Background: an optimization exercise with open tools, aiming at small area, a short achievable clock period and few clock cycles per item. Do not read the settings as production practice. In this exercise RTL edits were held to simulation tests only and were not proved equivalent to the original.

==> flow/design.v, too long to show whole: its modules and the start of the top module <==
// module vs4x400_core: 1804 lines
module vs4x400_core (
    input clk, input reset,
    input start_search,
    input [9:0] vector_count,
    input [7:0] dim_size,
    output reg [11:0] mem_addr,
    input signed [63:0] mem_data,
    output [31:0] max_score,
    output reg [7:0] winner_id,
    output reg busy
);
  // ...
==> flow/flow/run.sh <==
#!/bin/bash
# The standard layout (standard synthesis unchanged), with two changes to how the layout is
# made: every port still gets a buffer, but outputs get buf_4 and inputs buf_1 instead of the
# delay buffer buffer_ports picks by default; and the resizer's repair aims for setup slack
# below the clock period. Each tool's output is in orfs/logs; make's output in standard.log.
set -euo pipefail
here=$(pwd)
bash standard.sh \
  PRE_GLOBAL_PLACE_TCL="$here/flow/ports.tcl" \
  BUFFER_PORTS_ARGS="-inputs -buffer_cell sky130_fd_sc_hd__buf_1" \
  SETUP_SLACK_MARGIN=11.7 \
  finish > standard.log 2>&1
==> flow/flow/ports.tcl <==
# Sourced before global placement (PRE_GLOBAL_PLACE_TCL): buffer the outputs with buf_4;
# the flow's own buffer_ports call (BUFFER_PORTS_ARGS) then buffers the inputs with buf_1.
buffer_ports -outputs -buffer_cell sky130_fd_sc_hd__buf_4
==> flow/standard.sh <==
#!/bin/bash
# synth_recipe.tcl (not shown) runs the flow's synth.tcl, then flattens the netlist and writes it again
# the make line also repeats each setting of config.mk as NAME=value (left out here)
make -C /OpenROAD-flow-scripts/flow DESIGN_CONFIG=/design/flow/config.mk WORK_HOME=/design/flow/orfs CLKGATE_MAP_FILE= SYNTH_SCRIPT=/design/flow/synth_recipe.tcl "${@:-finish}"
==> flow/config.mk <==
export PLATFORM = sky130hd
export DESIGN_NAME = vs4x400_core
export DESIGN_NICKNAME = vs4x400_core
export VERILOG_FILES = /design/flow/design.v
export SDC_FILE = /design/flow/constraint.sdc
export NUM_CORES = 4
export LEC_CHECK = 0
export CAP_MARGIN = 20
export CORE_MARGIN = 2
export CORE_UTILIZATION = 40
export SLEW_MARGIN = 20
==> flow/constraint.sdc <==
create_clock -name core_clock -period 16.0 [get_ports {clk}]
set_input_delay 3.2000 -clock core_clock [delete_from_list [all_inputs] [get_ports {clk}]]
set_output_delay 3.2000 -clock core_clock [all_outputs]
set_load 0.01 [all_outputs]
==> results.txt, run 1 <==
Slowest CP cell: fa_1
Vias in the first global route: 10,032
Clock Latency Late Sink: 0.46 ns
DR vias/cell: 4.93
Drt pass-1 iters: 5
Most frequent cell after synthesis: fa_1
Post-synthesis instance total: 1,313
Post-place setup slack: 11.29 ns
CTS Buffer Depth: 2
Max cap viols: 0
TritonCTS buffer count: 17
Largest stage delay, worst path: 0.59 ns
Sequential cells: 173
Hold wc startpoint: first$_DFF_P_
Multi-input gates: 906
DRC violations left: 0
Synth Register Bits: 173
Status: no timing/DRC/antenna violations
Biggest register: d1
# placed instances: 1,823
Port-buffer cells: 133
Hold bufs inserted after CTS: 0
Final design instance area without fill: 15,900 µm²
Syn. warnings: 1
Met2 wire length: 16,800 µm
Testbench counts, summed over its fixed seeds: cycles 76,099, words 75,811.
==> run 2, diff against run 1 <==
--- a/flow/config.mk
+++ b/flow/config.mk
@@ -9,3 +9,3 @@
 export CORE_MARGIN = 2
-export CORE_UTILIZATION = 40
+export CORE_UTILIZATION = 60
 export SLEW_MARGIN = 20
==> run 2 against run 1 <==
- sequential share of layout area is 0.32 points higher
- critical path type unchanged
- largest cell class unchanged
- register-to-register slack worse by 0.02 ns
- final cell count is 7.5% lower
- highest routed layer unchanged
- still clean on timing, DRC and antenna
- cell area is 1.0% lower
- clock skew is 0.0052 ns higher
- global-route usage is 8.5 points higher
- first-iteration DRC count is 10% higher
- count of clock-buffer cells in the layout stayed put
==> results.txt, run 2 <==
Fin nets: 1,807
Syn. warnings: 1 (unchanged)
Ys flop type: dfxtp_1
Worst Setup Path Type: reg2reg
DR vias/cell: 5.41 (+9.9%)
CTS tree: done
Register Area: 4010 µm²
Commonest cells in the netlist: 258 x fa_1, 210 x inv_1, 157 x nand2_1
Routed WL per cell: 18.6 µm
DRC violations left: 0 (unchanged)
Most frequent cells in the layout: 206 x inv_1, 206 x fa_1, 154 x nand2_1, 127 x and2_1, 80 x buf_1
Most frequent cell after synthesis: fa_1
Clock Latency Late Sink: 0.45 ns (about the same)
Biggest register: d1
Util after Layout: 0.690
CP endpoint kind: flop
Grt total ovfl: 0
Post-synth cell types: 59
R2R Path End: acc_c[11]$_DFF_P_
# setup viols final: 0
Data arrival, critical path: 4.68 ns
Start of the worst register-to-register path: d1[30]$_DFF_P_
DRT antenna net count: 0
Antenna violations before repair: 1
Highest clock rate: 229 MHz
Clock Skews: 0.0160 ns
R2R depth: 13
Worst relative slew slack: 0.550
Multi-input gate area: 9490 µm²
GPL Wtd Cong: 0.884
Vias in the first global route: 9,804 (-2.3%)
CP Data Required Time: 16.31 ns
Max FO, Critical Path: 8
CTS Buffer Depth: 2 (unchanged)
Synth top area cells: fa_1 37%, dfxtp_1 16%, dfrtp_1 6.9%
Placed Area: 14,600 µm²
Drt total wl: 32,400 µm
Critical Path End: acc_c[11]$_DFF_P_
Seq/Total Area, Yosys: 0.271
Num ports: 138
Die H: 157 µm
Port-buffer cells: 133 (unchanged)
Die Wd: 157 µm
Worst hold path type: reg2reg
Core Area: 22,800 µm²
Status: no timing/DRC/antenna violations
Min cycle time layout: 4.37 ns
Largest area contributor in the netlist: fa_1
TritonCTS buffer count: 17 (unchanged)
Fraction of layout cells with a size suffix above 1: 0.158
Largest regs: d1: 64 flops, acc_s: 22 flops, best: 22 flops
Row cnt: 55
Synth top area share: 0.368
Starting Density: 0.615
Post-synthesis async set-or-reset flop share: 0.283
Reg-to-reg slack, setup: 11.63 ns
Die Area: 24,700 µm²
Syn_nets: 1,709
Worst-path clk slew: 0.08 ns
Synth Register Bits: 173 (unchanged)
Clock root buffer: clkbuf_16
Period utilization: 0.273
GRT Total Usage: 0.283
Largest net degree at the start of global routing: 50
Filler cells: 1,785
Post-synthesis instance total: 1,313 (unchanged)
Mapped Area: 14,100 µm²
Critical path launch point: d1[30]$_DFF_P_
Worst-margin pin slew: 0.673 ns
Hold bufs inserted after CTS: 0 (unchanged)
Initial DRC Count: 593
Drt pass-1 iters: 5 (unchanged)
Via count: 9,405
Post-synth EDFFs: 9
Diodes inserted: 0
Hpwl dp: 25,500 µm
Max cap viols: 0 (unchanged)
Max reg flops: 64
First-pass GRT wire length: 52,100 µm
Area Growth Syn to Fin: 12.2%
Setup ws final: 11.63 ns
Post-place setup slack: 11.31 ns (+0.0171 ns)
Slew Limit Fails: 0
CP startpoint kind: flop
Final design instance area without fill: 15,800 µm² (-1.0%)
Num Clock Sinks: 173
RSZ-0062 raised after global routing: yes
TNS Setup: 0 ns
Final hold vios: 0
H-tree levels: 4
Syn avg cell area: 10.7 µm²
==> run 2: repair_timing <==
action                     in CTS  in global routing
setup buffers                   8                 14
gates cloned                    1                  0
gates resized for setup       123                 57
setup endpoints to repair      50                 41
hold endpoints to repair        0                  0
pin swaps                      16                 13
==> run 2: cell families after synthesis <==
| family | Yosys count | share of synthesized area |
|---|---|---|
| AO/OA/AOI/OAI | 109 | 0.0492 |
| adder cells (fa/ha/maj) | 311 | 0.415 |
| multiplexers | 15 | 0.0150 |
| AND/OR/NAND/NOR | 434 | 0.159 |
| buffers and inverters | 235 | 0.0683 |
| XOR/XNOR | 36 | 0.0224 |
| flip-flops | 173 | 0.271 |
==> run 2: critical path: stages, from the launching register on <==
cell	delay (ns)
dfxtp_4	0.39
and2_4	0.17
fa_1	0.53
inv_1	0.06
fa_1	0.52
fa_1	0.52
fa_2	0.44
fa_2	0.34
inv_1	0.08
fa_2	0.19
inv_2	0.03
fa_1	0.48
inv_1	0.05
fa_1	0.42
==> run 2: area by class of cell <==
type,instances,share of cell area
well taps,313,0.0248
multi-input cells,906,0.602
flip-flops and latches,173,0.254
repair buffers,103,0.0310
clock inverters,15,0.0106
clock buffers,17,0.0270
inverters,210,0.0502
==> run 2: through the flow <==
| step | hold slack, ns | std cells |
|---|---|---|
| 2_1_floorplan | 0.310 | 1313 |
| 3_3_place_gp | 0.311 | 1682 |
| 3_5_place_dp | 0.325 | 1682 |
| 4_1_cts | 0.326 | 1723 |
| 5_1_grt | 0.332 | 1737 |
| 6_report | 0.323 | 1737 |
==> run 2: per-layer routing <==
layer	share of wire	vias up	track usage
li1	-	4249	-
met4	0.026	0	0.0931
met1	0.44	4816	0.400
met5	0	-	0
met3	0.056	52	0.0452
met2	0.48	288	0.452
==> run 2: worst min-delay path by stage <==
stage	startpoint	cells after the start	slack (ns)	end
after floorplan	first$_DFF_P_	0	0.31	f1$_DFF_P_
after global placement	first$_DFF_P_	0	0.31	f1$_DFF_P_
after CTS	first$_DFF_P_	0	0.33	f1$_DFF_P_
final	first$_DFF_P_	0	0.32	f1$_DFF_P_
after global routing	first$_DFF_P_	0	0.33	f1$_DFF_P_
after detailed placement	first$_DFF_P_	0	0.33	f1$_DFF_P_
==> run 3, diff against run 2 <==
--- a/flow/flow/run.sh
+++ b/flow/flow/run.sh
@@ -10,3 +10,2 @@
   BUFFER_PORTS_ARGS="-inputs -buffer_cell sky130_fd_sc_hd__buf_1" \
-  SETUP_SLACK_MARGIN=11.7 \
   finish > standard.log 2>&1
--- a/flow/config.mk
+++ b/flow/config.mk
@@ -9,3 +9,3 @@
 export CORE_MARGIN = 2
-export CORE_UTILIZATION = 60
+export CORE_UTILIZATION = 40
 export SLEW_MARGIN = 20
==> run 3 against run 2 <==
- clock skew fell by 0.0034 ns
- register-to-register slack got worse by 0.38 ns
- sequential share of layout area fell by 0.59 points
- synthesized cell count did not move
- critical path depth fell by 3
- worst setup slack got worse by 0.38 ns
- critical path type unchanged
- highest routed layer unchanged
==> results.txt, run 3 <==
Hpwl dp: 27,100 µm (+6.4%)
DR vias/cell: 4.92 (-9.2%)
Worst-path clk slew: 0.08 ns (about the same)
Antenna violations before repair: 0 (-1)
Die H: 191 µm (+22%)
GPL Wtd Cong: 0.874 (-1.1%)
DRC violations left: 0 (unchanged)
Start of the worst register-to-register path: d1[20]$_DFF_P_
Routed WL per cell: 17.8 µm (-4.3%)
Largest area contributor in the netlist: fa_1
Min cycle time layout: 4.75 ns (+0.381 ns)
Worst Setup Path Type: reg2reg
Placed Area: 14,800 µm² (+1.1%)
GRT Total Usage: 0.195 (-0.0873)
Status: no timing/DRC/antenna violations
Final design instance area without fill: 15,300 µm² (-2.8%)
Syn_nets: 1,709 (unchanged)
Most numerous cell on the critical path: fa_1
CTS Buffer Depth: 2 (unchanged)
Hold bufs inserted after CTS: 0 (unchanged)
Synth top area share: 0.368 (unchanged)
Die Wd: 191 µm (+22%)
Fraction of layout cells with a size suffix above 1: 0.0493 (-0.109)
Die Area: 36,600 µm² (+49%)
Max FO, Critical Path: 8 (unchanged)
Largest net degree at the start of global routing: 50 (unchanged)
# setup viols final: 0 (unchanged)
Worst-margin pin slew: 0.989 ns (+0.316 ns)
Drt total wl: 33,100 µm (+2.2%)
Worst hold path type: reg2reg
Slowest CP cell: dfxtp_1
Most frequent cells in the layout: 258 x fa_1, 209 x inv_1, 157 x nand2_1, 130 x and2_1, 115 x dfxtp_1
Data arrival, critical path: 5.11 ns (+0.43 ns)
Max cap viols: 0 (unchanged)
Syn avg cell area: 10.7 µm² (unchanged)
Period utilization: 0.297 (+0.0238)
Synth top area cells: fa_1 37%, dfxtp_1 16%, dfrtp_1 6.9%
Critical path launch point: d1[20]$_DFF_P_
TritonCTS buffer count: 17 (unchanged)
Critical path's top delay family: adder cells
Num ports: 138 (unchanged)
Reg-to-reg slack, setup: 11.25 ns (-0.38 ns)
Crit path cell chain: nand2_1, fa_1, fa_1, fa_1, fa_1, fa_1, fa_1, fa_1, fa_1, inv_1
Initial DRC Count: 496 (-16%)
Buf/Inv on CP: 1 (-3)
Port-buffer cells: 133 (unchanged)
CP startpoint kind: flop
Setup ws final: 11.25 ns (-0.381 ns)
Synth Register Bits: 173 (unchanged)
CTS tree: done
Final Non-Filler Cells: 1,856 (+6.9%)
Vias in the first global route: 9,902 (+1.0%)
Seq/Total Area, Yosys: 0.271 (unchanged)
Commonest cells in the netlist: 258 x fa_1, 210 x inv_1, 157 x nand2_1
Highest clock rate: 210 MHz (-8.0%)
Row cnt: 68 (+24%)
Clock Skews: 0.0126 ns (-0.00341 ns)
Post-synth EDFFs: 9 (unchanged)
Largest stage delay, worst path: 0.65 ns (+0.12 ns)
Diodes inserted: 0 (unchanged)
Grt total ovfl: 0 (unchanged)
TNS Setup: 0 ns (unchanged)
Post-synthesis instance total: 1,313 (unchanged)
CP Data Required Time: 16.36 ns (+0.05 ns)
Area Growth Syn to Fin: 9.13%
First-pass GRT wire length: 54,000 µm (+3.6%)
DRT antenna net count: 0 (unchanged)
Max reg flops: 64 (unchanged)
Critical Path End: acc_c[10]$_DFF_P_
Resized cells post-CTS: 0 (-100%)
# placed instances: 1,824 (+8.4%)
Starting Density: 0.407 (-0.208)
R2R Path End: acc_c[10]$_DFF_P_
R2R depth: 10 (-3)
Worst relative slew slack: 0.341 (-0.209)
Most frequent cell after synthesis: fa_1
Biggest register: d1
Clock Latency Late Sink: 0.46 ns (about the same)
Post-synth cell types: 59 (unchanged)
Slew Limit Fails: 0 (unchanged)
Fin nets: 1,784 (-1.3%)
Syn. warnings: 1 (unchanged)
Core Area: 34,500 µm² (+51%)
Drt pass-1 iters: 5 (unchanged)
Final hold vios: 0 (unchanged)
Critical path depth in cells: 10 (-3)
Hold Path Depth: 0 (unchanged)
Mapped Area: 14,100 µm² (unchanged)
Clock root buffer: clkbuf_16
Commonest non-fill, non-tap cell in the layout: fa_1
Ys flop type: dfxtp_1
Post-place setup slack: 11.25 ns (-0.0620 ns)
Largest regs: d1: 64 flops, acc_s: 22 flops, best: 22 flops
H-tree levels: 4 (unchanged)
RSZ-0062 raised after global routing: no
Post-CTS Setup Inserts: 0 (-8)
Num Clock Sinks: 173 (unchanged)
Via count: 9,124 (-3.0%)
Post-synthesis async set-or-reset flop share: 0.283 (unchanged)
CP endpoint kind: flop
-- run 3: cell counts after synthesis --
No cell type changed its count.
-- run 3: stage by stage --
stage,hold WS (ns),util
after global routing,0.349,0.444
after global placement,0.316,0.427
after floorplan,0.310,-
after detailed placement,0.316,0.427
final,0.330,0.444
after CTS,0.333,0.444
-- run 3: worst min path at each step --
stage	start	to	slack, ns
5_1_grt	first$_DFF_P_	f1$_DFF_P_	0.35
4_1_cts	first$_DFF_P_	f1$_DFF_P_	0.33
3_5_place_dp	first$_DFF_P_	f1$_DFF_P_	0.32
2_1_floorplan	first$_DFF_P_	f1$_DFF_P_	0.31
6_report	first$_DFF_P_	f1$_DFF_P_	0.33
3_3_place_gp	first$_DFF_P_	f1$_DFF_P_	0.32
-- run 3: per-layer routing --
| layer | vias up | share of wire | track usage |
|---|---|---|---|
| met5 | - | 0 | 0 |
| met4 | 0 | 0.027 | 0.0737 |
| met3 | 52 | 0.045 | 0.0275 |
| met2 | 221 | 0.49 | 0.315 |
| met1 | 4656 | 0.44 | 0.269 |
| li1 | 4195 | - | - |
-- run 3: cell families after synthesis --
| logic type | after synthesis | share of synthesized area |
|---|---|---|
| flops | 173 | 0.271 |
| buf+inv | 235 | 0.0683 |
| compound gates | 109 | 0.0492 |
| simple gates | 434 | 0.159 |
| fa+ha+maj | 311 | 0.415 |
| mux | 15 | 0.0150 |
| xor+xnor | 36 | 0.0224 |
-- run 3: area by class of cell --
cell class	instances	area (µm²)
Inverter	210	790
Timing Repair Buffer	81	308
Multi-Input combinational cell	905	9280
Clock inverter	15	150
Tap cell	455	569
Fill cell	3339	19200
Sequential cell	173	3810
Clock buffer	17	425
==> run 4, diff against run 3 <==
--- a/flow/flow/run.sh
+++ b/flow/flow/run.sh
@@ -10,2 +10,3 @@
   BUFFER_PORTS_ARGS="-inputs -buffer_cell sky130_fd_sc_hd__buf_1" \
+  SETUP_SLACK_MARGIN=11.7 \
   finish > standard.log 2>&1
--- a/flow/config.mk
+++ b/flow/config.mk
@@ -10,2 +10,4 @@
 export CORE_UTILIZATION = 40
+export CTS_BUF_LIST = sky130_fd_sc_hd__clkbuf_8
+export CTS_CLUSTER_SIZE = 25
 export SLEW_MARGIN = 20
==> run 4 against run 3 <==
- sequential share of layout area rose by 0.40 points
- routed wire length rose by 3.4%
- final cell count grew 2.2%
- register-to-register slack gained 0.41 ns
- cell area is 4.0% higher
- via count up 1.9%
- synthesized cell count did not move
- count of clock-buffer cells in the layout did not move
- synthesized area unchanged
- highest routed layer unchanged
==> results.txt, run 4 <==
Starting Density: 0.407 (unchanged)
Clock Skews: 0.0184 ns (+0.00579 ns)
Initial DRC Count: 525 (+5.8%)
Die Wd: 191 µm (unchanged)
Hold Path Depth: 0 (unchanged)
Grt total ovfl: 0 (unchanged)
Row cnt: 68 (unchanged)
Via count: 9,301 (+1.9%)
Placed Area: 14,800 µm² (about the same)
R2R depth: 13 (+3)
Fin nets: 1,825 (+2.3%)
Slew Limit Fails: 0 (unchanged)
Util after Layout: 0.462 (+0.0179)
Largest area contributor in the netlist: fa_1
Worst hold path type: reg2reg
Clock Latency Late Sink: 0.51 ns (+0.05 ns)
Hpwl dp: 27,400 µm (+0.87%)
Worst relative slew slack: 0.294 (-0.0470)
Synth Register Bits: 173 (unchanged)
Final design instance area without fill: 16,000 µm² (+4.0%)
Max reg flops: 64 (unchanged)
Post-synth EDFFs: 9 (unchanged)
Min cycle time layout: 4.34 ns (-0.410 ns)
Biggest register: d1
Fin Hold WS: 0.331 ns (+0.00102 ns)
Num Clock Sinks: 173 (unchanged)
Num ports: 138 (unchanged)
Largest regs: d1: 64 flops, acc_s: 22 flops, best: 22 flops
DR vias/cell: 4.90 (-0.26%)
Mapped Area: 14,100 µm² (unchanged)
Core Area: 34,500 µm² (unchanged)
Post-synthesis async set-or-reset flop share: 0.283 (unchanged)
Met1 WL: 14,700 µm (+1.0%)
Final hold vios: 0 (unchanged)
Hold bufs inserted after CTS: 0 (unchanged)
Fraction of layout cells with a size suffix above 1: 0.178 (+0.128)
TritonCTS buffer count: 17 (unchanged)
H-tree levels: 4 (unchanged)
Post-synth cell types: 59 (unchanged)
Max Used Layer: met4
Synth top area share: 0.368 (unchanged)
Worst-margin pin slew: 1.06 ns (+0.0687 ns)
Setup ws final: 11.66 ns (+0.410 ns)
Reg-to-reg slack, setup: 11.66 ns (+0.41 ns)
Met2 wire length: 17,000 µm (+5.3%)
# setup viols final: 0 (unchanged)
CP startpoint kind: flop
Diodes inserted: 0 (unchanged)
Synth top area cells: fa_1 37%, dfxtp_1 16%, dfrtp_1 6.9%
CTS tree: done
Die H: 191 µm (unchanged)
Start of the worst register-to-register path: d1[14]$_DFF_P_
Status: no timing/DRC/antenna violations
# placed instances: 1,823 (-0.055%)
Hold wc startpoint: first$_DFF_P_
TNS Setup: 0 ns (unchanged)
Syn avg cell area: 10.7 µm² (unchanged)
Period utilization: 0.271 (-0.0257)
Post-synthesis instance total: 1,313 (unchanged)
DRC violations left: 0 (unchanged)
R2R Path End: acc_c[11]$_DFF_P_
Commonest cells in the netlist: 258 x fa_1, 210 x inv_1, 157 x nand2_1
CP Data Required Time: 12.80 ns (-3.56 ns)
Data arrival, critical path: 1.14 ns (-3.97 ns)
Post-place setup slack: 11.29 ns (+0.0449 ns)
Syn. warnings: 1 (unchanged)
Vias in the first global route: 10,008 (+1.1%)
Hold endpoint: f1$_DFF_P_
Highest clock rate: 230 MHz (+9.5%)
Worst-path clk slew: 0.10 ns (+0.02 ns)
Final Non-Filler Cells: 1,897 (+2.2%)
CP endpoint kind: primary output
Routed WL per cell: 18.0 µm (+1.1%)
Seq/Total Area, Yosys: 0.271 (unchanged)
Largest net degree at the start of global routing: 50 (unchanged)
Drt total wl: 34,200 µm (+3.4%)
Drt pass-1 iters: 5 (unchanged)
Commonest non-fill, non-tap cell in the layout: fa_1
Most frequent cell after synthesis: fa_1
Most frequent cells in the layout: 206 x fa_1, 200 x inv_1, 155 x nand2_1, 124 x and2_1, 80 x buf_1
DRT antenna net count: 0 (unchanged)
Area Growth Syn to Fin: 13.5%
Metal3 WL: 1680 µm (+14%)
RSZ-0062 raised after global routing: yes
Antenna violations before repair: 0 (unchanged)
Max FO, Critical Path: 11 (+3)
GPL Wtd Cong: 0.874 (about the same)
First-pass GRT wire length: 54,400 µm (+0.83%)
Clock root buffer: clkbuf_8
Worst Setup Path Type: reg2out
Port-buffer cells: 133 (unchanged)
Syn_nets: 1,709 (unchanged)
Die Area: 36,600 µm² (unchanged)
Ys flop type: dfxtp_1
Max cap viols: 0 (unchanged)
GRT Total Usage: 0.199 (+0.00311)
CTS Buffer Depth: 2 (unchanged)
==> run 4: logic make-up after synthesis <==
group | Yosys count | share of synthesized area
and+or+nand+nor | 434 | 0.159
adders and majority gates | 311 | 0.415
buffers and inverters | 235 | 0.0683
DFF | 173 | 0.271
AOI/OAI and AO/OA | 109 | 0.0492
xor gates and xnor gates | 36 | 0.0224
muxes | 15 | 0.0150
==> run 4: worst max path at each step <==
| stage | start | to | slack, ns | cells after the start |
|---|---|---|---|---|
| 2_1_floorplan | f1$_DFF_P_ | acc_c[10]$_DFF_P_ | 11.67 | 11 |
| 3_3_place_gp | f1$_DFF_P_ | acc_c[10]$_DFF_P_ | 11.30 | 10 |
| 3_5_place_dp | d1[28]$_DFF_P_ | acc_c[10]$_DFF_P_ | 11.29 | 10 |
| 4_1_cts | best[21]$_DFFE_PP0P_ | max_score[23] | 11.61 | 0 |
| 5_1_grt | d1[51]$_DFF_P_ | acc_c[10]$_DFF_P_ | 11.58 | 11 |
| 6_report | best[21]$_DFFE_PP0P_ | max_score[23] | 11.66 | 0 |
==> run 4: layout make-up <==
class | instances | area [µm²]
clock buffers | 17 | 234
clock inverters | 15 | 168
fillers | 3293 | 18600
inverters | 210 | 792
multi-input cells | 906 | 9520
flip-flops and latches | 173 | 4030
well taps | 455 | 569
repair buffers | 121 | 641
==> run 4: per-layer routing <==
metal  global-route usage  up-vias
met2                0.328      211
met4               0.0669        0
met5                    0        -
met3               0.0316       44
met1                0.267     4764
li1                     -     4282
==> run 4: timing repair <==
action,4_1_cts,5_1_grt
setup endpoints to repair,44,66
gates resized for setup,133,68
gates cloned,1,0
pin swaps,11,23
buffers inserted,13,27

## what the ideal ports hide
In the flow no input, the clock included, has a driving cell. The finished layouts below were timed again as built, in two steps. Step 1: set_driving_cell puts a clkbuf_16 on clk and a buf_2 on each other input, an assumption about the parent block. Step 2 also shifts input and output timing later by t, the mid clock arrival at the registers, as if the neighbouring blocks saw the same clock. Three values: ideal ports, drivers, drivers and shift; two values: the first two.
| run | t (ns) | setup slack, ns | latest minus earliest clock arrival (ns) | worst slew at a driven data input, ns | cell pins on the clock port's net |
|---|---|---|---|---|---|
| run 1 | 0.499 | 11.646 / 11.646 / 11.646 | 0.012 / 0.012 | 0.04 | 1 |
| run 2 | 0.486 | 11.628 / 11.628 / 11.628 | 0.018 / 0.019 | 0.04 | 1 |
| run 3 | 0.495 | 11.248 / 11.248 / 11.248 | 0.012 / 0.012 | 0.04 | 1 |
| run 4 | 0.544 | 11.658 / 11.613 / 11.661 | 0.018 / 0.019 | 0.04 | 1 |
After both steps setup and hold are still met in every run listed.
